This design comes from an exercise in tuning for small area and a short achievable clock period on the open sky130 flow, not from production work.
Function was checked by simulation only, so behaviour that the tests miss may differ from the original.
Power figures rest on the tool's default switching activity, not on a simulated workload.

==> flow/design.v <==
module KalmanFilter(
    input clk,
    input reset,
    input valid_in,
    input [7:0] z_k,
    output reg [7:0] x_k
);
    reg [1:0] state;   
    reg [1:0] pidx;    
    wire [7:0] c, x_next;
    kf_x u_x(.p(pidx), .x(x_k), .c(c));
    kf_z u_z(.p(pidx), .c(c), .z(z_k), .y(x_next));
    always @(posedge clk) begin
        if (reset) begin
            x_k   <= 8'd70;
            pidx  <= 2'd0;
            state <= 2'd0;
        end else begin
            state <= {state[0], ~state[1] & (state[0] | valid_in)};
            if (state == 2'b10) begin
                x_k <= x_next;
                if (pidx != 2'd3)
                    pidx <= pidx + 2'd1;
            end
        end
    end
endmodule
module kf_x(input [1:0] p, input [7:0] x, output [7:0] c);
    wire new_n19, new_n20, new_n21, new_n22, new_n23, new_n24, new_n25, new_n26, new_n27, new_n28;
    wire new_n29, new_n30, new_n31, new_n32, new_n33, new_n34, new_n35, new_n36, new_n37, new_n38;
    wire new_n39, new_n40, new_n41, new_n42, new_n43, new_n44, new_n45, new_n46, new_n47, new_n48;
    wire new_n49, new_n50, new_n51, new_n52, new_n53, new_n55, new_n56, new_n57, new_n58, new_n59;
    wire new_n60, new_n61, new_n62, new_n63, new_n64, new_n65, new_n66, new_n67, new_n68, new_n69;
    wire new_n71, new_n72, new_n73, new_n74, new_n75, new_n76, new_n77, new_n78, new_n79, new_n81;
    wire new_n82, new_n83, new_n84, new_n85, new_n86, new_n88, new_n89, new_n90, new_n91, new_n92;
    wire new_n93, new_n95, new_n96, new_n97, new_n98, new_n99, new_n101, new_n103;
    assign new_n19 = ~x[3] & ~x[4];
    assign new_n20 = ~x[5] & new_n19;
    assign new_n21 = ~x[0] & x[6];
    assign new_n22 = ~x[1] & ~x[2];
    assign new_n23 = ~new_n21 & new_n22;
    assign new_n24 = new_n20 & new_n23;
    assign new_n25 = x[0] & ~x[6];
    assign new_n26 = ~p[0] & ~new_n25;
    assign new_n27 = x[7] & new_n26;
    assign new_n28 = ~new_n24 & new_n27;
    assign new_n29 = p[1] & ~new_n28;
    assign new_n30 = x[0] & ~x[7];
    assign new_n31 = ~new_n26 & new_n30;
    assign new_n32 = new_n29 & ~new_n31;
    assign new_n33 = ~x[3] & x[7];
    assign new_n34 = ~x[2] & x[6];
    assign new_n35 = ~new_n33 & ~new_n34;
    assign new_n36 = x[3] & ~x[7];
    assign new_n37 = ~x[0] & x[4];
    assign new_n38 = ~new_n36 & ~new_n37;
    assign new_n39 = ~new_n35 & new_n38;
    assign new_n40 = x[0] & ~x[4];
    assign new_n41 = ~new_n39 & ~new_n40;
    assign new_n42 = ~x[5] & ~new_n41;
    assign new_n43 = x[2] & ~x[6];
    assign new_n44 = ~x[1] & ~new_n43;
    assign new_n45 = new_n38 & new_n44;
    assign new_n46 = x[5] & ~new_n45;
    assign new_n47 = new_n41 & new_n46;
    assign new_n48 = ~new_n42 & ~new_n47;
    assign new_n49 = p[0] & ~p[1];
    assign new_n50 = ~new_n48 & new_n49;
    assign new_n51 = ~new_n32 & ~new_n50;
    assign new_n52 = x[1] & new_n51;
    assign new_n53 = ~x[1] & ~new_n51;
    assign c[0] = ~new_n52 & ~new_n53;
    assign new_n55 = ~p[0] & ~p[1];
    assign new_n56 = ~x[6] & new_n42;
    assign new_n57 = p[0] & ~x[7];
    assign new_n58 = new_n56 & new_n57;
    assign new_n59 = ~new_n29 & ~new_n58;
    assign new_n60 = ~new_n55 & new_n59;
    assign new_n61 = x[6] & ~new_n42;
    assign new_n62 = ~new_n56 & ~new_n61;
    assign new_n63 = ~p[1] & ~new_n62;
    assign new_n64 = new_n60 & ~new_n63;
    assign new_n65 = x[2] & new_n52;
    assign new_n66 = ~x[2] & ~new_n52;
    assign new_n67 = ~new_n65 & ~new_n66;
    assign new_n68 = new_n64 & ~new_n67;
    assign new_n69 = ~new_n64 & new_n67;
    assign c[1] = new_n68 | new_n69;
    assign new_n71 = p[0] & x[7];
    assign new_n72 = ~new_n56 & new_n71;
    assign new_n73 = new_n59 & ~new_n72;
    assign new_n74 = x[3] & new_n73;
    assign new_n75 = ~x[3] & ~new_n73;
    assign new_n76 = ~new_n74 & ~new_n75;
    assign new_n77 = ~new_n66 & ~new_n69;
    assign new_n78 = new_n76 & new_n77;
    assign new_n79 = ~new_n76 & ~new_n77;
    assign c[2] = ~new_n78 & ~new_n79;
    assign new_n81 = ~new_n74 & ~new_n78;
    assign new_n82 = x[4] & ~new_n81;
    assign new_n83 = ~x[4] & new_n81;
    assign new_n84 = ~new_n82 & ~new_n83;
    assign new_n85 = new_n60 & new_n84;
    assign new_n86 = ~new_n60 & ~new_n84;
    assign c[3] = ~new_n85 & ~new_n86;
    assign new_n88 = ~new_n59 & new_n82;
    assign new_n89 = new_n59 & ~new_n82;
    assign new_n90 = ~new_n85 & new_n89;
    assign new_n91 = ~new_n88 & ~new_n90;
    assign new_n92 = x[5] & ~new_n91;
    assign new_n93 = ~x[5] & new_n91;
    assign c[4] = ~new_n92 & ~new_n93;
    assign new_n95 = x[5] & new_n88;
    assign new_n96 = ~x[5] & new_n90;
    assign new_n97 = ~new_n95 & ~new_n96;
    assign new_n98 = ~x[6] & ~new_n97;
    assign new_n99 = x[6] & new_n97;
    assign c[5] = new_n98 | new_n99;
    assign new_n101 = ~x[7] & ~new_n95;
    assign c[7] = new_n98 & new_n101;
    assign new_n103 = ~new_n98 & ~new_n101;
    assign c[6] = c[7] | new_n103;
endmodule
module kf_z(input [7:0] c, input [1:0] p, input [7:0] z, output [7:0] y);
    wire new_n27, new_n28, new_n29, new_n30, new_n31, new_n32, new_n33, new_n34, new_n35, new_n36;
    wire new_n37, new_n38, new_n39, new_n40, new_n41, new_n42, new_n43, new_n44, new_n45, new_n46;
    wire new_n47, new_n48, new_n49, new_n50, new_n51, new_n52, new_n53, new_n54, new_n55, new_n56;
    wire new_n57, new_n58, new_n59, new_n60, new_n61, new_n62, new_n63, new_n64, new_n65, new_n66;
    wire new_n67, new_n68, new_n69, new_n70, new_n71, new_n72, new_n73, new_n74, new_n75, new_n76;
    wire new_n77, new_n78, new_n79, new_n80, new_n81, new_n82, new_n83, new_n84, new_n85, new_n86;
    wire new_n87, new_n88, new_n89, new_n90, new_n91, new_n92, new_n93, new_n94, new_n95, new_n96;
    wire new_n97, new_n98, new_n99, new_n100, new_n101, new_n102, new_n103, new_n104, new_n105, new_n106;
    wire new_n107, new_n108, new_n109, new_n110, new_n111, new_n112, new_n113, new_n115, new_n116, new_n117;
    wire new_n118, new_n119, new_n120, new_n121, new_n122, new_n123, new_n124, new_n125, new_n126, new_n127;
    wire new_n128, new_n129, new_n130, new_n131, new_n132, new_n133, new_n134, new_n135, new_n136, new_n137;
    wire new_n139, new_n140, new_n141, new_n142, new_n143, new_n144, new_n145, new_n146, new_n147, new_n148;
    wire new_n149, new_n150, new_n151, new_n152, new_n153, new_n154, new_n155, new_n156, new_n158, new_n159;
    wire new_n160, new_n161, new_n162, new_n163, new_n164, new_n165, new_n166, new_n167, new_n168, new_n169;
    wire new_n170, new_n171, new_n172, new_n173, new_n174, new_n175, new_n176, new_n178, new_n179, new_n180;
    wire new_n181, new_n182, new_n183, new_n184, new_n185, new_n186, new_n187, new_n188, new_n189, new_n190;
    wire new_n191, new_n192, new_n193, new_n195, new_n196, new_n197, new_n198, new_n199, new_n200, new_n201;
    wire new_n202, new_n203, new_n204, new_n206, new_n207, new_n208, new_n209, new_n210, new_n211, new_n212;
    wire new_n213, new_n214, new_n216, new_n217, new_n218, new_n219, new_n220, new_n221;
    assign new_n27 = p[0] & ~p[1];
    assign new_n28 = z[5] & new_n27;
    assign new_n29 = ~p[0] & ~p[1];
    assign new_n30 = z[3] & new_n29;
    assign new_n31 = ~new_n28 & ~new_n30;
    assign new_n32 = c[0] & z[1];
    assign new_n33 = ~c[0] & ~z[1];
    assign new_n34 = ~new_n32 & ~new_n33;
    assign new_n35 = new_n31 & new_n34;
    assign new_n36 = ~new_n31 & ~new_n34;
    assign new_n37 = ~new_n35 & ~new_n36;
    assign new_n38 = ~z[3] & z[7];
    assign new_n39 = z[3] & ~z[7];
    assign new_n40 = z[2] & ~z[6];
    assign new_n41 = ~z[1] & z[5];
    assign new_n42 = ~new_n40 & new_n41;
    assign new_n43 = ~z[2] & z[6];
    assign new_n44 = ~new_n42 & ~new_n43;
    assign new_n45 = ~new_n39 & ~new_n44;
    assign new_n46 = ~new_n38 & ~new_n45;
    assign new_n47 = ~z[0] & new_n46;
    assign new_n48 = z[4] & ~new_n46;
    assign new_n49 = z[0] & ~z[4];
    assign new_n50 = ~new_n48 & ~new_n49;
    assign new_n51 = ~new_n47 & new_n50;
    assign new_n52 = new_n27 & ~new_n51;
    assign new_n53 = ~z[6] & z[7];
    assign new_n54 = ~z[3] & ~z[4];
    assign new_n55 = z[2] & new_n54;
    assign new_n56 = ~new_n49 & ~new_n55;
    assign new_n57 = z[1] & ~new_n56;
    assign new_n58 = z[0] & z[2];
    assign new_n59 = ~new_n57 & ~new_n58;
    assign new_n60 = new_n53 & ~new_n59;
    assign new_n61 = z[6] & ~z[7];
    assign new_n62 = ~z[0] & new_n61;
    assign new_n63 = ~new_n57 & new_n62;
    assign new_n64 = new_n29 & ~new_n63;
    assign new_n65 = ~new_n60 & new_n64;
    assign new_n66 = z[3] & z[4];
    assign new_n67 = z[1] & ~new_n66;
    assign new_n68 = ~z[2] & ~new_n67;
    assign new_n69 = ~z[6] & new_n54;
    assign new_n70 = new_n68 & ~new_n69;
    assign new_n71 = ~z[5] & ~new_n70;
    assign new_n72 = ~z[1] & ~new_n54;
    assign new_n73 = new_n58 & ~new_n72;
    assign new_n74 = ~new_n53 & ~new_n73;
    assign new_n75 = ~z[1] & z[4];
    assign new_n76 = z[2] & ~new_n75;
    assign new_n77 = ~z[0] & ~new_n76;
    assign new_n78 = ~new_n61 & ~new_n77;
    assign new_n79 = new_n74 & ~new_n78;
    assign new_n80 = ~new_n71 & new_n79;
    assign new_n81 = ~z[5] & ~new_n74;
    assign new_n82 = new_n78 & new_n81;
    assign new_n83 = ~new_n80 & ~new_n82;
    assign new_n84 = new_n65 & new_n83;
    assign new_n85 = z[7] & new_n27;
    assign new_n86 = z[5] & new_n29;
    assign new_n87 = ~new_n85 & ~new_n86;
    assign new_n88 = new_n62 & ~new_n87;
    assign new_n89 = new_n68 & new_n88;
    assign new_n90 = z[6] & z[7];
    assign new_n91 = ~z[0] & ~new_n90;
    assign new_n92 = ~z[5] & new_n54;
    assign new_n93 = new_n68 & new_n92;
    assign new_n94 = z[7] & ~new_n93;
    assign new_n95 = new_n91 & ~new_n94;
    assign new_n96 = ~p[0] & z[6];
    assign new_n97 = ~new_n27 & ~new_n96;
    assign new_n98 = z[0] & ~new_n97;
    assign new_n99 = ~new_n53 & ~new_n91;
    assign new_n100 = new_n29 & ~new_n99;
    assign new_n101 = ~new_n98 & ~new_n100;
    assign new_n102 = new_n94 & ~new_n101;
    assign new_n103 = p[0] & ~z[0];
    assign new_n104 = z[7] & ~new_n103;
    assign new_n105 = ~new_n96 & ~new_n104;
    assign new_n106 = p[1] & ~new_n105;
    assign new_n107 = ~new_n102 & new_n106;
    assign new_n108 = ~new_n95 & new_n107;
    assign new_n109 = ~new_n89 & ~new_n108;
    assign new_n110 = ~new_n84 & new_n109;
    assign new_n111 = ~new_n52 & new_n110;
    assign new_n112 = new_n37 & ~new_n111;
    assign new_n113 = ~new_n37 & new_n111;
    assign y[0] = new_n112 | new_n113;
    assign new_n115 = z[6] & new_n27;
    assign new_n116 = z[4] & new_n29;
    assign new_n117 = ~new_n115 & ~new_n116;
    assign new_n118 = ~c[1] & ~z[2];
    assign new_n119 = c[1] & z[2];
    assign new_n120 = ~new_n118 & ~new_n119;
    assign new_n121 = ~new_n117 & ~new_n120;
    assign new_n122 = new_n117 & new_n120;
    assign new_n123 = ~new_n121 & ~new_n122;
    assign new_n124 = ~new_n33 & ~new_n35;
    assign new_n125 = ~new_n123 & new_n124;
    assign new_n126 = new_n123 & ~new_n124;
    assign new_n127 = ~new_n125 & ~new_n126;
    assign new_n128 = ~new_n101 & new_n111;
    assign new_n129 = ~z[7] & new_n29;
    assign new_n130 = ~new_n88 & new_n129;
    assign new_n131 = new_n37 & ~new_n130;
    assign new_n132 = ~new_n37 & new_n130;
    assign new_n133 = ~new_n131 & ~new_n132;
    assign new_n134 = ~new_n111 & new_n133;
    assign new_n135 = ~new_n128 & ~new_n134;
    assign new_n136 = new_n127 & ~new_n135;
    assign new_n137 = ~new_n127 & new_n135;
    assign y[1] = ~new_n136 & ~new_n137;
    assign new_n139 = ~c[2] & ~z[3];
    assign new_n140 = c[2] & z[3];
    assign new_n141 = ~new_n139 & ~new_n140;
    assign new_n142 = new_n87 & ~new_n141;
    assign new_n143 = ~new_n87 & new_n141;
    assign new_n144 = ~new_n142 & ~new_n143;
    assign new_n145 = ~new_n118 & ~new_n122;
    assign new_n146 = new_n144 & new_n145;
    assign new_n147 = ~new_n144 & ~new_n145;
    assign new_n148 = ~new_n146 & ~new_n147;
    assign new_n149 = new_n126 & ~new_n135;
    assign new_n150 = new_n125 & ~new_n130;
    assign new_n151 = ~new_n125 & new_n130;
    assign new_n152 = ~new_n150 & ~new_n151;
    assign new_n153 = new_n135 & new_n152;
    assign new_n154 = ~new_n149 & ~new_n153;
    assign new_n155 = new_n148 & new_n154;
    assign new_n156 = ~new_n148 & ~new_n154;
    assign y[2] = ~new_n155 & ~new_n156;
    assign new_n158 = ~c[3] & ~z[4];
    assign new_n159 = c[3] & z[4];
    assign new_n160 = ~new_n158 & ~new_n159;
    assign new_n161 = z[6] & new_n29;
    assign new_n162 = ~new_n160 & ~new_n161;
    assign new_n163 = new_n160 & new_n161;
    assign new_n164 = ~new_n162 & ~new_n163;
    assign new_n165 = ~new_n140 & ~new_n143;
    assign new_n166 = ~new_n164 & new_n165;
    assign new_n167 = new_n164 & ~new_n165;
    assign new_n168 = ~new_n166 & ~new_n167;
    assign new_n169 = ~new_n147 & new_n154;
    assign new_n170 = new_n125 & new_n146;
    assign new_n171 = ~new_n125 & ~new_n146;
    assign new_n172 = ~new_n170 & ~new_n171;
    assign new_n173 = ~new_n154 & new_n172;
    assign new_n174 = ~new_n169 & ~new_n173;
    assign new_n175 = ~new_n168 & ~new_n174;
    assign new_n176 = new_n168 & new_n174;
    assign y[3] = new_n175 | new_n176;
    assign new_n178 = new_n135 & new_n170;
    assign new_n179 = ~z[7] & ~new_n178;
    assign new_n180 = new_n29 & ~new_n179;
    assign new_n181 = c[4] & z[5];
    assign new_n182 = ~c[4] & ~z[5];
    assign new_n183 = ~new_n181 & ~new_n182;
    assign new_n184 = ~new_n159 & ~new_n163;
    assign new_n185 = ~new_n183 & ~new_n184;
    assign new_n186 = new_n183 & new_n184;
    assign new_n187 = ~new_n185 & ~new_n186;
    assign new_n188 = ~new_n180 & new_n187;
    assign new_n189 = new_n180 & ~new_n187;
    assign new_n190 = ~new_n188 & ~new_n189;
    assign new_n191 = ~new_n166 & ~new_n176;
    assign new_n192 = ~new_n190 & ~new_n191;
    assign new_n193 = new_n190 & new_n191;
    assign y[4] = ~new_n192 & ~new_n193;
    assign new_n195 = c[5] & z[6];
    assign new_n196 = ~c[5] & ~z[6];
    assign new_n197 = ~new_n195 & ~new_n196;
    assign new_n198 = ~new_n189 & ~new_n193;
    assign new_n199 = ~new_n182 & ~new_n186;
    assign new_n200 = new_n198 & ~new_n199;
    assign new_n201 = ~new_n198 & new_n199;
    assign new_n202 = ~new_n200 & ~new_n201;
    assign new_n203 = new_n197 & ~new_n202;
    assign new_n204 = ~new_n197 & new_n202;
    assign y[5] = new_n203 | new_n204;
    assign new_n206 = ~c[6] & ~z[7];
    assign new_n207 = c[6] & z[7];
    assign new_n208 = ~new_n206 & ~new_n207;
    assign new_n209 = new_n195 & new_n201;
    assign new_n210 = ~new_n196 & ~new_n203;
    assign new_n211 = ~new_n201 & ~new_n210;
    assign new_n212 = ~new_n209 & ~new_n211;
    assign new_n213 = ~new_n208 & new_n212;
    assign new_n214 = new_n208 & ~new_n212;
    assign y[6] = new_n213 | new_n214;
    assign new_n216 = ~new_n211 & ~new_n213;
    assign new_n217 = c[7] & ~new_n207;
    assign new_n218 = ~c[7] & new_n207;
    assign new_n219 = ~new_n217 & ~new_n218;
    assign new_n220 = new_n216 & new_n219;
    assign new_n221 = ~new_n216 & ~new_n219;
    assign y[7] = new_n220 | new_n221;
endmodule
==> flow/flow/run.sh <==
#!/bin/bash
# Layout flow: the standard flow (standard.sh) with these changes:
#  - synthesis keeps module kf_x (the logic that only depends on registers)
#    separate until technology mapping, maps it for area (flow/area.abc) and
#    the rest of the design for delay with area recovery and gate sizing
#    (flow/delay.abc),
#    instead of ORFS's single ABC script; the design is flattened afterwards
#    exactly as in the standard synthesis;
#  - full/half-adder extraction is skipped (ADDER_MAP_FILE left empty);
#  - ports are buffered with buf_2 cells.
# Registers, their names and cell types are those of the standard synthesis.
set -euo pipefail
here=$(pwd)
cat > my_synth.tcl <<EOT
proc abc {args} {
  set i [lsearch -exact \$args -script]
  set ax \$args; lset ax [expr {\$i + 1}] $here/flow/area.abc
  set at \$args; lset at [expr {\$i + 1}] $here/flow/delay.abc
  yosys abc {*}\$ax kf_x
  yosys abc {*}\$at KalmanFilter
}
source $here/synth_recipe.tcl
EOT
sed -e "s#SYNTH_SCRIPT=[^ ]*#SYNTH_SCRIPT=$here/my_synth.tcl ADDER_MAP_FILE=#" standard.sh > my_standard.sh
grep -q "my_synth.tcl ADDER_MAP_FILE=" my_standard.sh
export SYNTH_KEEP_MODULES=kf_x
export PRE_DETAIL_PLACE_TCL=$here/flow/pre_dp.tcl
export BUFFER_PORTS_ARGS="-buffer_cell sky130_fd_sc_hd__buf_2"
bash my_standard.sh > flow.log 2>&1
==> flow/flow/area.abc <==
strash
dch -f
amap
topo
stime -p
==> flow/flow/delay.abc <==
strash
dch -f
map -D 2200
topo
upsize -D 2000
dnsize -D 2000
topo
stime -p
==> flow/flow/pre_dp.tcl <==
# Output ports only drive the 0.01 pF port load: use buf_1 as their buffers.
foreach inst [[ord::get_db_block] getInsts] {
  set n [$inst getName]
  if {[string match "output*" $n] && [[$inst getMaster] getName] == "sky130_fd_sc_hd__buf_2"} {
    replace_cell $n sky130_fd_sc_hd__buf_1
  }
}
==> flow/standard.sh <==
#!/bin/bash
# synth_recipe.tcl (not shown) runs the flow's synth.tcl, then flattens the netlist and writes it again
# the make line also repeats each setting of config.mk as NAME=value (left out here)
make -C /OpenROAD-flow-scripts/flow DESIGN_CONFIG=/design/flow/config.mk WORK_HOME=/design/flow/orfs CLKGATE_MAP_FILE= SYNTH_SCRIPT=/design/flow/synth_recipe.tcl "${@:-finish}"
==> flow/config.mk <==
export PLATFORM = sky130hd
export DESIGN_NAME = KalmanFilter
export DESIGN_NICKNAME = KalmanFilter
export VERILOG_FILES = /design/flow/design.v
export SDC_FILE = /design/flow/constraint.sdc
export NUM_CORES = 4
export LEC_CHECK = 0
export CAP_MARGIN = 20
export CORE_MARGIN = 2
export CORE_UTILIZATION = 40
export CTS_BUF_LIST = sky130_fd_sc_hd__clkbuf_4
export SLEW_MARGIN = 20
==> flow/constraint.sdc <==
create_clock -name core_clock -period 40.0 [get_ports {clk}]
set_input_delay 8.0000 -clock core_clock [delete_from_list [all_inputs] [get_ports {clk}]]
set_output_delay 8.0000 -clock core_clock [all_outputs]
set_load 0.01 [all_outputs]
==> qor.yml, run 1 <==
placed_design:
  post_dp_cell_area_um2: 1620
  gp_congestion: 0.869
  io_buffers: 18
  dpl.hpwl_mm: 3.07
synth:
  syn_avg_cell_area_um2: 5.91
  synth_edf_count: 0
  synthArstFlopShare_pct: 0
  synthTopCellsByArea: "dfxtp_1 16%, nand2_1 11%, nor2_1 9.1%"
  yosysTopAreaCell: "dfxtp_1"
  syn-num-nets: 261
  syn_area_um2: 1480
  ys_seq_area_share_pct: 16.3
  ys.flop_type: "dfxtp_1"
  synth_warnings: 1
  syn_inst: 250
  synth.ff_latch_count: 12
  synth_top_area_share_pct: 16.3
  ys_types: 39
global_routing:
  antenna_found_initial: 0
  first_global_vias: 1463
  grt.total_usage_pct: 18.9
  grt_max_degree: 12
  overflow: 0
  grt_pass1_wl_mm: 6.32
setup_path:
  crit_type: "in -> reg"
  required_ns: 40.17
  crit_fanout: 8
  crit_buf_inv: 1
  arrival_ns: 10.71
  cp-end-kind: "flip-flop"
  slowest_stage: "o41ai_1"
  start_kind: "primary input"
  cp_cell_sequence: "buf_2, o21ai_0, a21oi_1, o41ai_1, o31ai_2, nor2_1, a21boi_2, or2_4, nand2_2, nand2_2, a31oi_4, nand3_2, a21oi_1, nand2_1, and3_1, o21ai_1, nand2_1"
  critical-path-top-delay-family: "compound AO/OA/AOI/OAI gates"
  slowest_delay_ns: 0.39
finish:
  antennaDiodeCount: 0
  syn_to_final_growth_pct: 11.3
  layout-drive-gt1-share_pct: 10.3
  fillers: 406
  fin_nets: 284
  finalInstanceArea_um2: 1640
min_path:
  hold_path.class: "reg -> reg"
floorplan:
  core.rowCount: 22
  initial_core_util_pct: 41.0
  ios: 19
  die_w_um: 64.8
  die_h_um: 64.8
  die_area_um2: 4200
  fp.coreArea_um2: 3610
power:
  power.density_nw_per_um2: 35.0
  peakVddDrop_mv: 0.00960
  leakage_nw: 0.693
timing:
  fin_skew_ns: 0.00691
  slew_headroom_pct: 70.6
  tns_ns: 0
  worst_pin_slew_ns: 0.435
  period_needed_ns: 10.54
  rsz0062_at_grt: "no"
  fmax_ghz: 0.0949
  finalMaxSlewViolations: 0
  setup_viol: 0
  timing.final.hold_violations: 0
  period_share_pct: 26.3
detailed_routing:
  routed_via_density: 5.25
  drt_iter0_markers: 105
  drtPass1Iterations: 4
  ant_nets: 0
  drc: 0
  detailroute.via_count: 1681
  wl_mm: 3.68
  routedWlPerCell_um: 11.5
clock_network:
  root_buffer: "clkbuf_4"
  clk_latency_ns: 0.27
  clkTransAtPathRegs_ns: 0.09
  clk_path_buf_depth: 2
  cts_setup_buffers: 0
  post_cts_resize_count: 0
  htreeDepth: 1
  cts_hold_repair.buffers: 0
  cts_tree: "done"
  cts-buffers-inserted: 3
  cts_sinks: 12
run_status:
  status: "no timing/DRC/antenna violations"
flow_run:
  cap_violations: 0
-- cells by family (layout without fill, tap and decap cells) --
| logic type | Yosys count | after routing | share of synthesized area, % |
|---|---|---|---|
| compound gates | 85 | 85 | 36.5 |
| simple gates | 101 | 101 | 29.0 |
| buf+inv | 37 | 59 | 9.40 |
| xor+xnor | 15 | 15 | 8.89 |
| flops | 12 | 12 | 16.3 |
-- final timing paths --
path | startpoint | endpoint | slack, ns | cells past startpoint
worst min-delay path | state[1] | state[0] | 0.43 | 1
worst max-delay path | z_k[4] | x_k[6] | 29.46 | 17
worst max register to register | x_k[7] | x_k[6] | 35.20 | 26
worst min register to register | state[1] | state[0] | 0.43 | 1
-- layer usage --
layer	vias to the layer above	GRT usage, %	routed length (µm)
met5	-	0	0
met4	0	7.18	83
met3	8	1.04	113
met2	33	33.5	1750
met1	730	23.9	1740
li1	910	-	-
-- registers in the layout, summed over array words and instances (netlist names) --
name   count
x_k        8
state      2
pidx       2
-- synthesized netlist by cell type, types with 2 or more instances --
cell and instances:
clkinv_1 26, o21ai_0 19, o22ai_1 7, a21o_1 2, dfxtp_1 12, nand2_1 45
nand3_1 6, or2_4 2, o21a_1 2, o221ai_1 3, o21ai_1 5, a22oi_1 2
nor2_1 36, nor3_1 2, a211oi_1 3, xor2_1 13, o31ai_1 2, xnor2_1 2
nand2_2 3, inv_1 7, nor4_1 2, a21oi_1 23, a31oi_1 7, inv_2 4
-- area by class of cell --
class | instances | area (µm²) | share of cell area [%]
clock buffers | 3 | 22.5 | 1.37
clock inverters | 1 | 3.75 | 0.228
inverters | 37 | 139 | 8.45
multi-input cells | 201 | 1100 | 66.8
flip-flops and latches | 12 | 240 | 14.6
well taps | 48 | 60.1 | 3.65
repair buffers | 18 | 80.1 | 4.87
-- stage by stage --
step           setup WS, ns  cells  utilization (%)  hold WS, ns  total power [mW]
2_1_floorplan         29.68    250                -        0.398            0.0423
3_5_place_dp          29.19    316             44.9        0.418            0.0496
6_report              29.46    320             45.6        0.427            0.0575
4_1_cts               29.47    320             45.6        0.433            0.0579
3_3_place_gp          29.18    316             45.1        0.416            0.0497
5_1_grt               29.21    320             45.6        0.457            0.0630
-- placed cells by master, fill, tap and decap left out, types with 2 or more instances in the layout --
cell type  instances
o31ai_1            2
nor2_1            36
o21ai_0           19
inv_1              7
a21oi_1           23
clkinv_1          27
o21ai_1            5
or2_4              2
a31oi_1            7
nor3_1             2
nand2_2            3
a22oi_1            2
clkbuf_4           3
a211oi_1           3
nand3_1            6
dfxtp_1           12
xnor2_1            2
buf_1              8
xor2_1            13
buf_2             10
nor4_1             2
nand2_1           45
o22ai_1            7
o221ai_1           3
o21a_1             2
a21o_1             2
inv_2              4
-- per-module statistics from Yosys (local to each module, per instance) --
| module | cell area, µm² | flip-flops and latches | times used | cells inside |
|---|---|---|---|---|
| KalmanFilter | 1180 | 12 | 1 | 191 |
| kf_x | 294 | 0 | 1 | 59 |
-- report_power, final --
group	internal (mW)	total (mW)	switching [mW]
Sequential	0.0127	0.0139	0.00124
Combinational	0.0132	0.0355	0.0223
Clock	0.00361	0.00801	0.00440
Total	0.0296	0.0575	0.0279
==> inputs of run 2 (changes only) <==
==> flow/flow/delay.abc (replaced) <==
strash
dch -f
map -D 2800
topo
upsize -D 2500
dnsize -D 2500
topo
stime -p
==> qor.yml, run 2 <==
run_status:
  status: "no timing/DRC/antenna violations"
finish:
  final_common_cell: "nand2_1"
  largest_reg_flops: 8  # unchanged
  fillers: 377  # -7.1%
  top_regs: "x_k x8, pidx x2, state x2"
  antennaDiodeCount: 0  # unchanged
  stdcell_count: 301  # -5.9%
  regMostFlops: "x_k"
  layout-drive-gt1-share_pct: 13.3  # +3.0 points
  final_cell_mix: "38 x nand2_1, 32 x nor2_1, 20 x a21oi_1, 17 x o21ai_0, 17 x clkinv_1"
  syn_to_final_growth_pct: 11.5
  fin_nets: 267  # -6.0%
clock_network:
  cts_setup_buffers: 0  # unchanged
  clk_latency_ns: 0.26  # about the same
  cts_hold_repair.buffers: 0  # unchanged
  clkTransAtPathRegs_ns: 0.07  # -0.02 ns
  root_buffer: "clkbuf_4"
  post_cts_resize_count: 0  # unchanged
  htreeDepth: 1  # unchanged
  clk_path_buf_depth: 2  # unchanged
  cts_sinks: 12  # unchanged
  cts-buffers-inserted: 3  # unchanged
  cts_tree: "done"
synth:
  syn_inst: 233  # -6.8%
  synth_most_common_cell: "nand2_1"
  yosysTopAreaCell: "dfxtp_1"
  ys_types: 41  # +5.1%
  synthArstFlopShare_pct: 0  # unchanged
  synth_edf_count: 0  # unchanged
  syn_avg_cell_area_um2: 6.14  # +3.8%
  synth.ff_latch_count: 12  # unchanged
  ys_seq_area_share_pct: 16.8  # +0.54 points
  syn-num-nets: 244  # -6.5%
  syn_area_um2: 1430  # -3.2%
  synth_warnings: 1  # unchanged
  ys.flop_type: "dfxtp_1"
  synthTopCellsByArea: "dfxtp_1 17%, nand2_1 10%, xor2_1 8.6%"
  synth_top_area_share_pct: 16.8  # +0.54 points
  yosys-top-cells-count: "38 x nand2_1, 32 x nor2_1, 20 x a21oi_1"
setup_path:
  required_ns: 40.15  # -0.02 ns
  reg2reg_depth: 31  # +19%
  slowest_delay_ns: 0.41  # +0.02 ns
  cp-endpoint: "x_k[7]"
  crit_type: "in -> reg"
  rrSetupSlack_ns: 34.95  # -0.25 ns
  cp-end-kind: "flip-flop"
  arrival_ns: 11.07  # +0.36 ns
  crit_fanout: 8  # unchanged
  critPathLaunch: "z_k[7]"
  cp_cell_sequence: "buf_2, inv_2, nor2_1, a21oi_1, o41ai_1, o31ai_2, nor2_4, nand2_1, o21ai_2, nand4_1, a21oi_1, inv_1, or2_1, and2_4, clkinv_2, o21ai_2, xnor2_1, nand2_1, o21ai_1, nand2_1, o21ai_2, o21ai_1, xor2_1, a21oi_1"
  reg2reg_from: "x_k[6]"
  slowest_stage: "o41ai_1"
  start_kind: "primary input"
  rr_endpoint: "x_k[7]"
power:
  peakVddDrop_mv: 0.0146  # +52%
  netSwitchingFraction_pct: 45.6  # -3.0 points
  p_int_uw: 29.8  # +0.81%
  power.switching_uw: 25.0  # -11%
  p_clk_share_pct: 13.4  # -0.5 points
  power.density_nw_per_um2: 34.4  # -1.7%
  leakage_nw: 0.674  # -2.8%
  pwr-share-seq_pct: 25.5  # +1.2 points
  power_uw: 54.8  # -4.7%
  combPwrFrac_pct: 61.1  # -0.7 points
placed_design:
  dpl.hpwl_mm: 2.87  # -6.5%
  gp_congestion: 0.883  # +1.6%
  dp_cells: 297  # -6.0%
  io_buffers: 18  # unchanged
detailed_routing:
  routed_via_density: 5.20  # -1.1%
  wl_mm: 3.49  # -5.3%
  drc: 0  # unchanged
  ant_nets: 0  # unchanged
  detailroute.via_count: 1564  # -7.0%
  routedWlPerCell_um: 11.6  # +0.63%
  drt_iter0_markers: 75  # -29%
  drtPass1Iterations: 4  # unchanged
timing:
  period_needed_ns: 10.92  # +0.379 ns
  fmax_ghz: 0.0916  # -3.5%
  period_share_pct: 27.3  # +0.95 points
  fin_skew_ns: 0.000607  # -0.00630 ns
  setup_viol: 0  # unchanged
  worst_pin_slew_ns: 0.469  # +0.0341 ns
  finalMaxSlewViolations: 0  # unchanged
  slew_headroom_pct: 68.3  # -2.3 points
  tns_ns: 0  # unchanged
  timing.final.hold_violations: 0  # unchanged
  rsz0062_at_grt: "no"
flow_run:
  cap_violations: 0  # unchanged
global_routing:
  grt_max_degree: 12  # unchanged
  grt.total_usage_pct: 18.6  # -0.35 points
  first_global_vias: 1453  # -0.68%
  grt_pass1_wl_mm: 6.14  # -2.8%
  overflow: 0  # unchanged
  antenna_found_initial: 0  # unchanged
floorplan:
  die_area_um2: 4070  # -3.0%
  ios: 19  # unchanged
  fp.coreArea_um2: 3390  # -6.0%
  core.rowCount: 21  # -4.5%
  die_h_um: 63.8  # -1.5%
  initial_core_util_pct: 42.2  # +1.2 points
  die_w_um: 63.8  # -1.5%
min_path:
  hold_path.class: "reg -> reg"
run 2: changes by cell type in the layout (fill, tap and decap cells not counted), moves of 4 or more:
cell,change
nand2_1,-7
clkinv_1,-10
inv_2,+4
nor2_1,-4
o21ai_2,+4
run 2: modules after synthesis, one instance, submodules excluded:
module	cell area, µm²	times used	flops+latches	cells inside
kf_x	294	1	0	59
KalmanFilter	1140	1	12	174
run 2: power groups by stage:
| stage | combinational (mW) | clock (mW) | sequential (mW) |
|---|---|---|---|
| after floorplan | 0.0273 | 0 | 0.0142 |
| after global placement | 0.0335 | 0 | 0.0142 |
| after detailed placement | 0.0335 | 0 | 0.0142 |
| after CTS | 0.0336 | 0.00770 | 0.0139 |
| after global routing | 0.0384 | 0.00856 | 0.0141 |
| final | 0.0335 | 0.00734 | 0.0140 |
run 2: final cells by class:
type	instances	area [µm²]	share of cell area, %
Multi-Input combinational cell	188	1060	66.8
Sequential cell	12	240	15.1
Inverter	33	125	7.85
Timing Repair Buffer	18	80.1	5.02
Tap cell	46	57.6	3.61
Clock buffer	3	22.5	1.41
Clock inverter	1	3.75	0.235
run 2: layer usage:
metal | track usage (%) | vias to the layer above | wire [µm]
met5 | 0 | - | 0
met4 | 6.79 | 0 | 42
met3 | 1.06 | 4 | 85
met2 | 32.4 | 30 | 1630
met1 | 24.0 | 680 | 1730
li1 | - | 850 | -
run 2: worst min path at each step:
stage / slack (ns) / startpoint / cells after the start / to
global placement: 0.41 / state[1] / 1 / state[0]
global route: 0.47 / state[1] / 1 / state[0]
finish: 0.42 / state[1] / 1 / state[0]
detailed placement: 0.41 / state[1] / 1 / state[0]
CTS: 0.42 / state[1] / 1 / state[0]
floorplan: 0.40 / state[1] / 1 / state[0]
run 2: kinds of logic (layout without fill, tap and decap cells):
family / after synthesis / count (layout) / synth area share (%)
compound gates: 80 / 80 / 35.3
flops: 12 / 12 / 16.8
simple gates: 86 / 86 / 25.5
fa+ha+maj: 3 / 3 / 2.10
buf+inv: 33 / 55 / 8.75
xor+xnor: 19 / 19 / 11.6
run 2: critical path: cells and delay by family:
kind / cells / cell delay [ns]
xor+xnor: 2 / 0.29
buf+inv: 4 / 0.42
compound gates: 10 / 1.32
simple gates: 8 / 1.01
run 2: through the flow:
stage | util (%) | worst slack (ns) | cell area [µm²] | hold slack, ns
final | 47.0 | 29.08 | 1590 | 0.420
after global placement | 46.5 | 28.80 | 1580 | 0.408
after CTS | 47.0 | 29.07 | 1590 | 0.424
after global routing | 47.0 | 28.75 | 1590 | 0.473
after floorplan | - | 29.38 | 1430 | 0.398
after detailed placement | 46.3 | 28.79 | 1570 | 0.410
==> inputs of run 3 (changes only) <==
==> flow/flow/delay.abc (replaced) <==
strash
dch -f
map -D 2500
topo
upsize -D 2300
topo
stime -p
==> qor.yml, run 3 <==
timing:
  setup_viol: 0  # unchanged
  timing.final.hold_violations: 0  # unchanged
  worst_pin_slew_ns: 0.404  # -0.0657 ns
  tns_ns: 0  # unchanged
  fmax_ghz: 0.0941  # +2.7%
  fin_skew_ns: 0.00212  # +0.00152 ns
  period_needed_ns: 10.62  # -0.292 ns
  period_share_pct: 26.6  # -0.73 points
  hold_slack_ns: 0.429  # +0.00891 ns
  rsz0062_at_grt: "no"
  slew_headroom_pct: 72.8  # +4.5 points
  finalMaxSlewViolations: 0  # unchanged
placed_design:
  io_buffers: 18  # unchanged
  dpl.hpwl_mm: 3.07  # +6.9%
  gp_congestion: 0.849  # -3.9%
clock_network:
  post_cts_resize_count: 0  # unchanged
  htreeDepth: 1  # unchanged
  clkTransAtPathRegs_ns: 0.08  # about the same
  clk_latency_ns: 0.27  # about the same
  cts_sinks: 12  # unchanged
  cts_hold_repair.buffers: 0  # unchanged
  clk_path_buf_depth: 2  # unchanged
  cts-buffers-inserted: 3  # unchanged
  cts_setup_buffers: 0  # unchanged
  root_buffer: "clkbuf_4"
  cts_tree: "done"
floorplan:
  die_h_um: 64.8  # +1.6%
  die_w_um: 64.8  # +1.6%
  core.rowCount: 22  # +4.8%
  initial_core_util_pct: 41.0  # -1.1 points
  die_area_um2: 4200  # +3.3%
  ios: 19  # unchanged
  fp.coreArea_um2: 3610  # +6.4%
synth:
  ys.flop_type: "dfxtp_1"
  synth_edf_count: 0  # unchanged
  syn_avg_cell_area_um2: 6.14  # about the same
  yosys-top-cells-count: "35 x nand2_1, 35 x nor2_1, 28 x clkinv_1"
  synth.ff_latch_count: 12  # unchanged
  synthArstFlopShare_pct: 0  # unchanged
  syn-num-nets: 252  # +3.3%
  ys_seq_area_share_pct: 16.2  # -0.57 points
  synth_top_area_share_pct: 16.2  # -0.57 points
  syn_inst: 241  # +3.4%
  synthTopCellsByArea: "dfxtp_1 16%, nand2_1 8.9%, nor2_1 8.9%"
  yosysTopAreaCell: "dfxtp_1"
  syn_area_um2: 1480  # +3.5%
  synth_warnings: 1  # unchanged
  ys_types: 43  # +4.9%
global_routing:
  grt.total_usage_pct: 19.2  # +0.60 points
  grtUsageMet2_pct: 32.0  # -0.46 points
  antenna_found_initial: 0  # unchanged
  use_met1_pct: 25.1  # +1.1 points
  overflow: 0  # unchanged
  first_global_vias: 1474  # +1.4%
  grt_max_degree: 12  # unchanged
  grt_pass1_wl_mm: 6.39  # +4.0%
  grtUsageMet3_pct: 1.74  # +0.68 points
  top_usage_layer: "met2"
power:
  power.density_nw_per_um2: 35.4  # +3.1%
  netSwitchingFraction_pct: 47.9  # +2.3 points
  power.switching_uw: 27.9  # +12%
  p_clk_share_pct: 13.5  # about the same
  leakage_nw: 0.663  # -1.7%
  combPwrFrac_pct: 62.5  # +1.4 points
  p_int_uw: 30.4  # +2.0%
  pwr-share-seq_pct: 24.0  # -1.5 points
  peakVddDrop_mv: 0.0108  # -26%
setup_path:
  arrival_ns: 10.83  # -0.24 ns
  cp_cell_sequence: "buf_2, inv_2, o22ai_1, o221ai_1, o21ai_2, nor2_1, a211oi_1, nor2_1, nor2_4, nand2_2, o21ai_4, nor2_2, a21oi_2, nor2_1, a21oi_2, a21boi_2, nand2_2, nand3_1, a31oi_1, nand2_1, a21oi_2, o21ai_0, a21oi_1"
  crit_fanout: 6  # -2
  slowest_delay_ns: 0.21  # -0.20 ns
  rrSetupSlack_ns: 34.96  # about the same
  required_ns: 40.21  # +0.06 ns
  start_kind: "primary input"
  slowest_stage: "a31oi_1"
  crit_type: "in -> reg"
  rr_endpoint: "x_k[7]"
  reg2reg_depth: 28  # -9.7%
  reg2reg_from: "x_k[7]"
  cp-end-kind: "flip-flop"
  critical-path-top-delay-family: "compound AO/OA/AOI/OAI gates"
  crit_buf_inv: 2  # -2
detailed_routing:
  drtPass1Iterations: 4  # unchanged
  drc: 0  # unchanged
  routed_via_density: 5.21  # +0.25%
  detailroute.via_count: 1620  # +3.6%
  wl_mm: 3.72  # +6.7%
  ant_nets: 0  # unchanged
  drt_iter0_markers: 89  # +19%
  routedWlPerCell_um: 12.0  # +3.3%
min_path:
  holdPathEnd: "state[0]"
  min_from: "state[1]"
  hold_depth: 1  # unchanged
  hold_path.class: "reg -> reg"
finish:
  fin_nets: 275  # +3.0%
  regArea_um2: 240  # unchanged
  syn_to_final_growth_pct: 11.2
  antennaDiodeCount: 0  # unchanged
  regMostFlops: "x_k"
  final_cell_mix: "35 x nor2_1, 35 x nand2_1, 29 x clkinv_1, 20 x o21ai_0, 20 x a21oi_1"
  top_regs: "x_k x8, pidx x2, state x2"
  largest_reg_flops: 8  # unchanged
  fillers: 415  # +10%
  layout-drive-gt1-share_pct: 15.6  # +2.3 points
  multi_input_area_um2: 1100  # +3.4%
flow_run:
  cap_violations: 0  # unchanged
run_status:
  status: "no timing/DRC/antenna violations"
-- run 3: cell types whose count changed in the layout (fill, tap and decap cells not counted), sizes merged, moves of 3 or more --
cell,change
nor2,+6
clkinv,+11
a21oi,+4
inv,-7
o21ai,-3
-- run 3: final cells by class --
class | count | area share, %
Clock buffer | 3 | 1.37
Clock inverter | 1 | 0.228
Inverter | 37 | 8.43
Multi-Input combinational cell | 192 | 66.9
Sequential cell | 12 | 14.6
Tap cell | 48 | 3.65
Timing Repair Buffer | 18 | 4.86
-- run 3: per-layer routing --
layer	vias up	wire length, µm
met5	-	0
met2	34	1750
li1	877	-
met3	4	115
met1	705	1800
met4	0	51
-- run 3: how the worst max path moves through the flow --
| stage | startpoint | end | slack, ns | depth (start not counted) |
|---|---|---|---|---|
| floorplan | z_k[0] | x_k[6] | 29.63 | 21 |
| global placement | z_k[6] | x_k[6] | 29.12 | 23 |
| detailed placement | z_k[6] | x_k[6] | 29.07 | 23 |
| CTS | z_k[6] | x_k[6] | 29.37 | 23 |
| global route | z_k[6] | x_k[7] | 29.00 | 23 |
| finish | z_k[6] | x_k[7] | 29.38 | 23 |
-- run 3: kinds of logic after synthesis --
family | synth area share (%)
adders and majority gates | 0.676
DFF | 16.2
buffers and inverters | 9.38
AOI/OAI and AO/OA | 36.1
and+or+nand+nor | 27.0
xor gates and xnor gates | 10.7
-- run 3: modules after synthesis (local to each module, per instance) --
module	times used	flip-flops and latches	cells	cell area [µm²]
KalmanFilter	1	12	182	1190
kf_x	1	0	59	294
-- run 3: worst reg2reg max path, delay by kind of cell (launching register included) --
kind	cells	cell delay (ns)
buf+inv	1	0.18
flops	1	0.47
xor+xnor	3	0.69
compound gates	14	2.54
simple gates	10	1.09
-- run 3: per-stage QoR --
step	utilization [%]	area, µm²	std cells	total power, mW	worst slack, ns
final	45.7	1650	311	0.0583	29.38
after global routing	45.7	1650	311	0.0638	29.00
after CTS	45.7	1650	311	0.0588	29.37
after detailed placement	44.9	1620	307	0.0508	29.07
after global placement	45.2	1630	307	0.0509	29.12
after floorplan	-	1480	241	0.0434	29.63
-- run 3: power by group through the flow --
| stage | Sequential, mW | Combinational (mW) | Clock, mW |
|---|---|---|---|
| CTS | 0.0140 | 0.0366 | 0.00812 |
| global placement | 0.0142 | 0.0367 | 0 |
| detailed placement | 0.0143 | 0.0365 | 0 |
| global route | 0.0142 | 0.0409 | 0.00880 |
| finish | 0.0140 | 0.0365 | 0.00787 |
| floorplan | 0.0142 | 0.0292 | 0 |
==> inputs of run 4 (changes only) <==
==> flow/flow/delay.abc (replaced) <==
strash
dch -f
map -D 2500
topo
upsize -D 2300
dnsize -D 2300
topo
stime -p
--- a/flow/config.mk
+++ b/flow/config.mk
@@ -7,6 +7,6 @@
 export LEC_CHECK = 0
 export CAP_MARGIN = 20
 export CORE_MARGIN = 2
-export CORE_UTILIZATION = 40
+export CORE_UTILIZATION = 55
 export CTS_BUF_LIST = sky130_fd_sc_hd__clkbuf_4
 export SLEW_MARGIN = 20
==> qor.yml, run 4 <==
clock_network:
  htreeDepth: 1  # unchanged
  root_buffer: "clkbuf_4"
  cts-buffers-inserted: 3  # unchanged
  clkTransAtPathRegs_ns: 0.08  # about the same
  cts_tree: "done"
  post_cts_resize_count: 0  # unchanged
  clk_path_buf_depth: 2  # unchanged
  cts_setup_buffers: 0  # unchanged
  cts_hold_repair.buffers: 0  # unchanged
  cts_sinks: 12  # unchanged
  clk_latency_ns: 0.27  # about the same
floorplan:
  fp.coreArea_um2: 2500  # -31%
  ios: 19  # unchanged
  initial_core_util_pct: 58.5  # +17 points
  die_h_um: 55.5  # -14%
  die_w_um: 55.5  # -14%
  die_area_um2: 3090  # -27%
  core.rowCount: 18  # -18%
min_path:
  hold_path.class: "reg -> reg"
  hold_depth: 1  # unchanged
timing:
  rsz0062_at_grt: "no"
  slew_headroom_pct: 72.8  # about the same
  finalMaxSlewViolations: 0  # unchanged
  fin_skew_ns: 0.00882  # +0.00669 ns
  hold_slack_ns: 0.430  # +0.00101 ns
  period_needed_ns: 10.65  # +0.0297 ns
  tns_ns: 0  # unchanged
  setup_viol: 0  # unchanged
  period_share_pct: 26.6  # +0.074 points
  final.setup.worst_slack_ns: 29.35  # -0.0297 ns
  worst_pin_slew_ns: 0.404  # +0.000102 ns
  timing.final.hold_violations: 0  # unchanged
  fmax_ghz: 0.0939  # -0.28%
detailed_routing:
  drt_iter0_markers: 92  # +3.4%
  routed_via_density: 5.57  # +6.9%
  drc: 0  # unchanged
  drtPass1Iterations: 4  # unchanged
  wl_mm: 3.59  # -3.5%
  routedWlPerCell_um: 12.3  # +2.5%
  ant_nets: 0  # unchanged
  detailroute.via_count: 1631  # +0.68%
finish:
  final_cell_mix: "36 x nand2_1, 35 x nor2_1, 29 x clkinv_1, 21 x a21oi_1, 20 x o21ai_0"
  multi_input_area_um2: 1080  # -1.7%
  regArea_um2: 240  # unchanged
  fin_nets: 275  # unchanged
  largest_reg_flops: 8  # unchanged
  layout-drive-gt1-share_pct: 14.1  # -1.5 points
  antennaDiodeCount: 0  # unchanged
  top_regs: "x_k x8, pidx x2, state x2"
  fillers: 256  # -38%
  syn_to_final_growth_pct: 9.85
  final_common_cell: "nand2_1"
  regMostFlops: "x_k"
synth:
  synth.ff_latch_count: 12  # unchanged
  synthArstFlopShare_pct: 0  # unchanged
  yosys-top-cells-count: "36 x nand2_1, 35 x nor2_1, 28 x clkinv_1"
  yosysTopAreaCell: "dfxtp_1"
  ys.flop_type: "dfxtp_1"
  syn_area_um2: 1460  # -1.3%
  synth_edf_count: 0  # unchanged
  synthTopCellsByArea: "dfxtp_1 16%, nand2_1 9.2%, nor2_1 9.0%"
  syn_avg_cell_area_um2: 6.06  # -1.3%
  syn_inst: 241  # unchanged
  ys_types: 42  # -2.3%
  synth_top_area_share_pct: 16.4  # +0.21 points
  ys_seq_area_share_pct: 16.4  # +0.21 points
  syn-num-nets: 252  # unchanged
  synth_most_common_cell: "nand2_1"
  synth_warnings: 1  # unchanged
flow_run:
  cap_violations: 0  # unchanged
placed_design:
  gp_congestion: 0.864  # +1.8%
  pre_cts_slack_ns: 29.07  # +0.00550 ns
  io_buffers: 18  # unchanged
  dpl.hpwl_mm: 2.87  # -6.6%
setup_path:
  arrival_ns: 10.82  # about the same
  slowest_delay_ns: 0.21  # about the same
  cp_cell_sequence: "buf_2, inv_2, o22ai_1, o221ai_1, o21ai_2, nor2_1, a211oi_1, nor2_1, nor2_4, nand2_2, o21ai_4, nor2_2, a21oi_2, nor2_1, a21oi_2, a21boi_2, nand2_2, nand3_1, a31oi_1, nand2_1, and3_2, o21ai_1, nand2_1"
  crit_fanout: 6  # unchanged
  reg2reg_depth: 30  # +7.1%
  start_kind: "primary input"
  crit_type: "in -> reg"
  crit_top_cell: "nor2_1"
  slowest_stage: "a211oi_1"
  cp-end-kind: "flip-flop"
  required_ns: 40.16  # -0.05 ns
power:
  leakage_nw: 0.658  # -0.71%
  peakVddDrop_mv: 0.0284  # +160%
  power.density_nw_per_um2: 35.8  # +1.2%
global_routing:
  grt.total_usage_pct: 24.4  # +5.3 points
  overflow: 0  # unchanged
  grt_pass1_wl_mm: 6.15  # -3.8%
  grt_max_degree: 12  # unchanged
  antenna_found_initial: 0  # unchanged
  first_global_vias: 1421  # -3.6%
run_status:
  status: "no timing/DRC/antenna violations"
run 4: cell types whose count changed in the layout (fill, tap and decap cells not counted):
cell | before | now
a21oi_1 | 20 | 21
a21oi_2 | 5 | 4
and2_1 | 0 | 1
and2_2 | 1 | 0
nand2_1 | 35 | 36
nand2_2 | 3 | 2
nor2_2 | 3 | 4
nor2_4 | 2 | 1
o221ai_1 | 1 | 2
o221ai_2 | 1 | 0
run 4: through the flow:
stage	power [mW]	area, µm²	utilization [%]	cells
finish	0.0575	1610	64.2	293
global route	0.0630	1610	64.2	293
CTS	0.0579	1610	64.2	293
detailed placement	0.0499	1580	63.2	289
global placement	0.0499	1590	63.6	289
floorplan	0.0432	1460	-	241
run 4: metal layers:
metal	up-vias	GRT usage [%]	wire (µm)
li1	876	-	-
met1	704	35.3	1830
met2	45	37.1	1500
met3	6	3.04	201
met4	0	8.71	61
met5	-	0	0
run 4: report_power, final:
part,switching (mW),internal (mW),total (mW)
logic,0.0219,0.0139,0.0358
clock network,0.00412,0.00361,0.00774
registers,0.00129,0.0127,0.0140
run 4: modules after synthesis (local to each module, per instance):
module / times used / cell area (µm²) / cells / flip-flops and latches
KalmanFilter: 1 / 1170 / 182 / 12
kf_x: 1 / 294 / 59 / 0
run 4: kinds of logic after synthesis:
logic type               count (synthesis)  share of synthesized area [%]
AND/OR/NAND/NOR                         91                           26.7
AO/OA/AOI/OAI                           82                           35.9
buffers and inverters                   37                           9.50
XOR/XNOR                                18                           10.8
flip-flops                              12                           16.4
adder cells (fa/ha/maj)                  1                          0.685
run 4: layout make-up:
type	instances	area share, %
inverter	37	8.65
clock buffer	3	1.40
timing repair buffer	18	4.99
clock inverter	1	0.234
sequential	12	15.0
tap	30	2.34
multi-input combinational	192	67.4
run 4: worst max-delay path: cells and delay by family:
kind,cells,cell delay [ns]
AOI/OAI and AO/OA,10,1.50
buffers and inverters,2,0.26
and+or+nand+nor,11,1.03
run 4: path summary, 6_finish.rpt:
| path | endpoint | from | slack (ns) |
|---|---|---|---|
| max | x_k[6] | z_k[6] | 29.35 |
| min | state[0] | state[1] | 0.43 |
| max reg2reg | x_k[6] | x_k[7] | 35.02 |
| min reg2reg | state[0] | state[1] | 0.43 |
==> inputs of run 5 (changes only) <==
--- a/flow/config.mk
+++ b/flow/config.mk
@@ -7,6 +7,6 @@
 export LEC_CHECK = 0
 export CAP_MARGIN = 20
 export CORE_MARGIN = 2
-export CORE_UTILIZATION = 55
+export CORE_UTILIZATION = 30
 export CTS_BUF_LIST = sky130_fd_sc_hd__clkbuf_4
 export SLEW_MARGIN = 20
==> qor.yml, run 5 <==
timing:
  finalMaxSlewViolations: 0  # unchanged
  fin_skew_ns: 0.00311  # -0.00571 ns
  rsz0062_at_grt: "no"
  period_needed_ns: 10.64  # -0.0180 ns
  hold_slack_ns: 0.417  # -0.0120 ns
  worst_pin_slew_ns: 0.420  # +0.0158 ns
  slew_headroom_pct: 71.7  # -1.1 points
  timing.final.hold_violations: 0  # unchanged
  fmax_ghz: 0.0940  # +0.17%
  tns_ns: 0  # unchanged
  final.setup.worst_slack_ns: 29.36  # +0.0180 ns
  period_share_pct: 26.6  # -0.045 points
  setup_viol: 0  # unchanged
synth:
  ys_seq_area_share_pct: 16.4  # unchanged
  synth_most_common_cell: "nand2_1"
  yosys-top-cells-count: "36 x nand2_1, 35 x nor2_1, 28 x clkinv_1"
  syn_inst: 241  # unchanged
  synth.ff_latch_count: 12  # unchanged
  synthTopCellsByArea: "dfxtp_1 16%, nand2_1 9.2%, nor2_1 9.0%"
  syn_avg_cell_area_um2: 6.06  # unchanged
  synth_top_area_share_pct: 16.4  # unchanged
  synth_edf_count: 0  # unchanged
  synth_warnings: 1  # unchanged
  ys_types: 42  # unchanged
  yosysTopAreaCell: "dfxtp_1"
  syn_area_um2: 1460  # unchanged
  synthArstFlopShare_pct: 0  # unchanged
  ys.flop_type: "dfxtp_1"
  syn-num-nets: 252  # unchanged
setup_path:
  rrSetupSlack_ns: 35.05  # +0.03 ns
  start_kind: "primary input"
  cp-end-kind: "flip-flop"
  arrival_ns: 10.78  # -0.04 ns
  reg2reg_from: "x_k[7]"
  crit_type: "in -> reg"
  critPathLaunch: "z_k[6]"
  required_ns: 40.15  # about the same
  reg2reg_depth: 28  # -6.7%
  rr_endpoint: "x_k[7]"
  crit_fanout: 6  # unchanged
global_routing:
  grt_max_degree: 12  # unchanged
  antenna_found_initial: 0  # unchanged
  grt_pass1_wl_mm: 6.16  # +0.23%
  first_global_vias: 1449  # +2.0%
  grt.total_usage_pct: 13.9  # -11 points
  overflow: 0  # unchanged
finish:
  final_common_cell: "nand2_1"
  fillers: 535  # +110%
  regArea_um2: 240  # unchanged
  final_cell_mix: "36 x nand2_1, 35 x nor2_1, 29 x clkinv_1, 21 x a21oi_1, 20 x o21ai_0"
  multi_input_area_um2: 1080  # unchanged
  syn_to_final_growth_pct: 13.0
  stdcell_count: 330  # +13%
  fin_nets: 275  # unchanged
  regMostFlops: "x_k"
  top_regs: "x_k x8, pidx x2, state x2"
  antennaDiodeCount: 0  # unchanged
  largest_reg_flops: 8  # unchanged
  layout-drive-gt1-share_pct: 14.1  # unchanged
detailed_routing:
  drc: 0  # unchanged
  drt_iter0_markers: 59  # -36%
  routed_via_density: 4.78  # -14%
  routedWlPerCell_um: 10.7  # -13%
  detailroute.via_count: 1576  # -3.4%
  ant_nets: 0  # unchanged
  wl_mm: 3.52  # -2.0%
  drtPass1Iterations: 4  # unchanged
clock_network:
  cts_hold_repair.buffers: 0  # unchanged
  htreeDepth: 1  # unchanged
  clk_latency_ns: 0.26  # about the same
  cts-buffers-inserted: 3  # unchanged
  cts_setup_buffers: 0  # unchanged
  cts_tree: "done"
  root_buffer: "clkbuf_4"
  post_cts_resize_count: 0  # unchanged
  clk_path_buf_depth: 2  # unchanged
  cts_sinks: 12  # unchanged
  clkTransAtPathRegs_ns: 0.07  # about the same
floorplan:
  die_area_um2: 5450  # +77%
  core.rowCount: 25  # +7
  die_w_um: 73.8  # +33%
  fp.coreArea_um2: 4720  # +89%
  ios: 19  # unchanged
  die_h_um: 73.8  # +33%
  initial_core_util_pct: 30.9  # -28 points
placed_design:
  gp_congestion: 0.898  # +4.0%
  dpl.hpwl_mm: 2.99  # +4.4%
  pre_cts_slack_ns: 29.05  # -0.0295 ns
  dp_cells: 326  # +13%
  io_buffers: 18  # unchanged
power:
  leakage_nw: 0.658  # unchanged
  power.density_nw_per_um2: 34.2  # -4.5%
  peakVddDrop_mv: 0.00983  # -65%
  power_uw: 56.5  # -1.8%
min_path:
  holdPathEnd: "state[0]"
  hold_path.class: "reg -> reg"
  hold_depth: 1  # unchanged
  min_from: "state[1]"
flow_run:
  cap_violations: 0  # unchanged
run_status:
  status: "no timing/DRC/antenna violations"
-- run 5: modules after synthesis, one instance, submodules excluded --
module	flops+latches	area, µm²
KalmanFilter	12	1170
kf_x	0	294
-- run 5: cells by family after synthesis --
family          share of synthesized area, %
compound gates                          35.9
flops                                   16.4
buf+inv                                 9.50
xor+xnor                                10.8
simple gates                            26.7
fa+ha+maj                              0.685
-- run 5: power breakdown --
group / switching [mW] / internal [mW] / leakage (nW)
combinational: 0.0215 / 0.0139 / 0.544
sequential: 0.00124 / 0.0127 / 0.0983
clock: 0.00356 / 0.00359 / 0.0154
-- run 5: how the worst max path moves through the flow --
stage | to | slack (ns) | cells past startpoint
global route | x_k[6] | 28.93 | 23
global placement | x_k[6] | 29.10 | 23
floorplan | x_k[6] | 29.62 | 21
finish | x_k[7] | 29.36 | 23
CTS | x_k[6] | 29.31 | 23
detailed placement | x_k[7] | 29.05 | 23
-- run 5: worst max-delay path, stage by stage --
cell	delay (ns)
buf_2	0.17
inv_2	0.10
o22ai_1	0.16
o221ai_1	0.14
o21ai_2	0.09
nor2_1	0.05
a211oi_1	0.21
nor2_1	0.11
nor2_4	0.18
nand2_2	0.08
o21ai_4	0.09
nor2_2	0.05
a21oi_2	0.19
nor2_1	0.07
a21oi_2	0.18
a21boi_2	0.10
nand2_2	0.07
nand3_1	0.08
a31oi_1	0.21
nand2_1	0.10
a21oi_2	0.16
o31a_1	0.13
a21oi_1	0.05
-- run 5: stage by stage --
step / area [µm²] / utilization, %
after floorplan: 1460 / -
after global placement: 1640 / 34.6
after detailed placement: 1630 / 34.4
after CTS: 1650 / 35.0
after global routing: 1650 / 35.0
final: 1650 / 35.0
-- run 5: final cells by class --
cell class / count / area share, %
inverters: 37 / 8.41
repair buffers: 18 / 4.85
flip-flops and latches: 12 / 14.5
multi-input cells: 192 / 65.5
clock inverters: 1 / 0.227
clock buffers: 3 / 1.36
well taps: 67 / 5.08
-- run 5: layer usage --
metal,vias to the layer above,global-route usage [%],part of all wire [%]
met5,-,0,0
met4,0,3.43,0.85
li1,871,-,-
met1,677,19.7,53
met2,26,23.1,44
met3,2,0.549,2.0
==> inputs of run 6 (changes only) <==
--- a/flow/config.mk
+++ b/flow/config.mk
@@ -7,6 +7,7 @@
 export LEC_CHECK = 0
 export CAP_MARGIN = 20
 export CORE_MARGIN = 2
-export CORE_UTILIZATION = 30
+export CORE_UTILIZATION = 40
 export CTS_BUF_LIST = sky130_fd_sc_hd__clkbuf_4
+export PLACE_DENSITY = 0.75
 export SLEW_MARGIN = 20
==> qor.yml, run 6 <==
setup_path:
  start_kind: "primary input"
  reg2reg_from: "x_k[7]"
  crit_fanout: 8  # +2
  cp-endpoint: "x_k[7]"
  reg2reg_depth: 28  # unchanged
  arrival_ns: 10.79  # about the same
  cp-end-kind: "flip-flop"
  required_ns: 40.20  # +0.05 ns
  critPathLaunch: "z_k[7]"
  rrSetupSlack_ns: 35.01  # -0.04 ns
  crit_type: "in -> reg"
  rr_endpoint: "x_k[7]"
floorplan:
  core.rowCount: 21  # -16%
  initial_core_util_pct: 42.8  # +12 points
  fp.coreArea_um2: 3420  # -28%
  ios: 19  # unchanged
  die_h_um: 64.4  # -13%
  die_w_um: 64.4  # -13%
  die_area_um2: 4150  # -24%
placed_design:
  dpl.hpwl_mm: 2.82  # -5.7%
  io_buffers: 18  # unchanged
  gp_congestion: 0.951  # +5.8%
synth:
  ys_types: 42  # unchanged
  synthArstFlopShare_pct: 0  # unchanged
  synth_top_area_share_pct: 16.4  # unchanged
  syn_avg_cell_area_um2: 6.06  # unchanged
  syn_area_um2: 1460  # unchanged
  synth.area.mux_share_pct: 0  # unchanged
  synth_warnings: 1  # unchanged
  ys_seq_area_share_pct: 16.4  # unchanged
  yosys-top-cells-count: "36 x nand2_1, 35 x nor2_1, 28 x clkinv_1"
  yosysTopAreaCell: "dfxtp_1"
  synth_edf_count: 0  # unchanged
  ys.flop_type: "dfxtp_1"
  synthTopCellsByArea: "dfxtp_1 16%, nand2_1 9.2%, nor2_1 9.0%"
  synth.ff_latch_count: 12  # unchanged
  yosys.area_share.simple_pct: 26.7  # unchanged
  synth_compound_area_share_pct: 35.9  # unchanged
  syn_inst: 241  # unchanged
  syn-num-nets: 252  # unchanged
  synth_most_common_cell: "nand2_1"
  synth_xor_area_share_pct: 10.8  # unchanged
  synth_top_family_by_area: "compound AO/OA/AOI/OAI gates"
  synth_fa_ha_area_share_pct: 0.685  # unchanged
power:
  pwr-share-seq_pct: 24.4  # -0.3 points
  combPwrFrac_pct: 62.3  # -0.3 points
  p_clk_share_pct: 13.2  # +0.5 points
  power.density_nw_per_um2: 35.1  # +2.6%
  netSwitchingFraction_pct: 47.0  # +0.48 points
  peakVddDrop_mv: 0.0110  # +12%
  power_uw: 57.1  # +0.97%
  p_int_uw: 30.2  # about the same
  leakage_nw: 0.658  # unchanged
  power.switching_uw: 26.8  # +2.0%
clock_network:
  cts_tree: "done"
  cts_setup_buffers: 0  # unchanged
  cts-buffers-inserted: 3  # unchanged
  post_cts_resize_count: 0  # unchanged
  cts_hold_repair.buffers: 0  # unchanged
  clkTransAtPathRegs_ns: 0.08  # about the same
  root_buffer: "clkbuf_4"
  clk_path_buf_depth: 2  # unchanged
  cts_sinks: 12  # unchanged
  htreeDepth: 1  # unchanged
  clk_latency_ns: 0.27  # about the same
detailed_routing:
  wl_met2_mm: 1.52  # -2.5%
  detailroute.via_count: 1633  # +3.6%
  highest_layer: "met4"
  drc: 0  # unchanged
  routed_via_density: 5.28  # +11%
  drt_iter0_markers: 111  # +88%
  wl_mm: 3.39  # -3.8%
  wl_met1_mm: 1.72  # -7.5%
  ant_nets: 0  # unchanged
  routedWlPerCell_um: 11.0  # +2.8%
  wl_met3_um: 97  # +41%
  drtPass1Iterations: 4  # unchanged
finish:
  syn_to_final_growth_pct: 11.2
  antennaDiodeCount: 0  # unchanged
  top_regs: "x_k x8, pidx x2, state x2"
  largest_reg_flops: 8  # unchanged
  final_cell_mix: "36 x nand2_1, 35 x nor2_1, 29 x clkinv_1, 21 x a21oi_1, 20 x o21ai_0"
  fillers: 382  # -29%
  layout-drive-gt1-share_pct: 14.1  # unchanged
  fin_nets: 275  # unchanged
  regMostFlops: "x_k"
  final_common_cell: "nand2_1"
timing:
  setup_viol: 0  # unchanged
  hold_slack_ns: 0.417  # -0.000421 ns
  fmax_ghz: 0.0944  # +0.44%
  worst_pin_slew_ns: 0.432  # +0.0124 ns
  period_needed_ns: 10.59  # -0.0469 ns
  tns_ns: 0  # unchanged
  period_share_pct: 26.5  # -0.12 points
  slew_headroom_pct: 70.9  # -0.84 points
  finalMaxSlewViolations: 0  # unchanged
  timing.final.hold_violations: 0  # unchanged
  fin_skew_ns: 0.00487  # +0.00176 ns
  rsz0062_at_grt: "no"
global_routing:
  first_global_vias: 1451  # +0.14%
  antenna_found_initial: 0  # unchanged
  grt_pass1_wl_mm: 6.05  # -1.8%
  grt_max_degree: 12  # unchanged
  grt.total_usage_pct: 17.9  # +4.0 points
  overflow: 0  # unchanged
min_path:
  hold_path.class: "reg -> reg"
  hold_depth: 1  # unchanged
run_status:
  status: "no timing/DRC/antenna violations"
flow_run:
  cap_violations: 0  # unchanged
==> run 6: worst max-delay path, stage by stage <==
cell,delay (ns)
buf_2,0.19
inv_2,0.12
nand2_1,0.08
a31oi_1,0.12
o21a_1,0.20
a21oi_1,0.17
o31ai_2,0.12
nor2_4,0.16
nand2_2,0.08
o21ai_4,0.09
nor2_2,0.05
a21oi_2,0.18
nor2_1,0.07
a21oi_2,0.18
a21boi_2,0.10
nand2_2,0.07
nand3_1,0.08
a31oi_1,0.21
nand2_1,0.10
a21oi_2,0.17
o21ai_0,0.09
a21oi_1,0.15
==> run 6: how the worst min path moves through the flow <==
stage / start / end
finish: state[1] / state[0]
CTS: state[1] / state[0]
floorplan: state[1] / state[0]
global placement: state[1] / state[0]
detailed placement: state[1] / state[0]
global route: state[1] / state[0]
==> run 6: per-module statistics from Yosys, one instance, submodules excluded <==
module        copies in the design  flip-flops and latches  cells
KalmanFilter                     1                      12    182
kf_x                             1                       0     59
==> run 6: area by class of cell <==
cell class / instances / area (µm²) / share of cell area (%)
inverters: 37 / 139 / 8.55
repair buffers: 18 / 80.1 / 4.93
well taps: 46 / 57.6 / 3.54
clock buffers: 3 / 22.5 / 1.39
clock inverters: 1 / 3.75 / 0.231
multi-input cells: 192 / 1080 / 66.6
flip-flops and latches: 12 / 240 / 14.8
==> run 6: power by group through the flow <==
stage / clock, mW / combinational, mW / sequential [mW]
floorplan: 0 / 0.0290 / 0.0142
global placement: 0 / 0.0352 / 0.0141
detailed placement: 0 / 0.0355 / 0.0142
CTS: 0.00772 / 0.0357 / 0.0139
global route: 0.00819 / 0.0406 / 0.0141
finish: 0.00754 / 0.0356 / 0.0139
==> run 6: kinds of logic (layout without fill, tap and decap cells) <==
family	Yosys count	count (layout)
simple gates	91	91
compound gates	82	82
buf+inv	37	59
xor+xnor	18	18
flops	12	12
fa+ha+maj	1	1
==> run 6: metrics by stage <==
step / area (µm²) / setup slack, ns / util (%) / instances
3_3_place_gp: 1610 / 29.16 / 47.1 / 305
2_1_floorplan: 1460 / 29.62 / - / 241
5_1_grt: 1630 / 29.08 / 47.6 / 309
6_report: 1630 / 29.41 / 47.6 / 309
3_5_place_dp: 1600 / 29.12 / 46.8 / 305
4_1_cts: 1630 / 29.39 / 47.6 / 309
==> run 6: per-layer routing <==
layer,global-route usage [%],vias up
met4,6.91,0
met2,30.7,39
met1,24.0,710
met5,0,-
met3,0.521,5
li1,-,879

==> port drivers added, routing unchanged <==
The flow's constraints put no driver on any port. The routed layouts listed below were extracted and timed again, unchanged, in two steps.
Step 1 sets driving cells, clkbuf_16 on the clock port and buf_2 on the other inputs (assumed; they add their load-dependent delay and slew).
Step 2 times the ports against the registers' clock, not the clock port: input delays grow and output delays shrink by t, the midpoint of the rising clock arrivals with the driver on.
a / b / c = ideal / step 1 / step 2; a / b = the first two.
run | shift t [ns] | setup slack, ns | hold WS [ns] | worst setup path at the end | latest minus earliest clock arrival (ns)
run 1 | 0.291 | 29.464 / 29.467 / 29.176 | 0.427 / 0.427 / 0.427 | input to register | 0.007 / 0.007
run 2 | 0.282 | 29.085 / 29.084 / 28.802 | 0.420 / 0.420 / 0.420 | input to register | 0.001 / 0.000
run 3 | 0.296 | 29.376 / 29.378 / 29.082 | 0.429 / 0.429 / 0.429 | input to register | 0.002 / 0.002
run 4 | 0.294 | 29.347 / 29.351 / 29.056 | 0.430 / 0.430 / 0.430 | input to register | 0.008 / 0.009
run 5 | 0.277 | 29.365 / 29.363 / 29.086 | 0.417 / 0.417 / 0.417 | input to register | 0.003 / 0.003
run 6 | 0.289 | 29.412 / 29.412 / 29.123 | 0.417 / 0.417 / 0.417 | input to register | 0.005 / 0.004
After both steps every run listed still meets setup and hold. The setup slack of run 3, which loses most, moves by +0.002 ns with the drivers and by -0.294 ns with both steps.
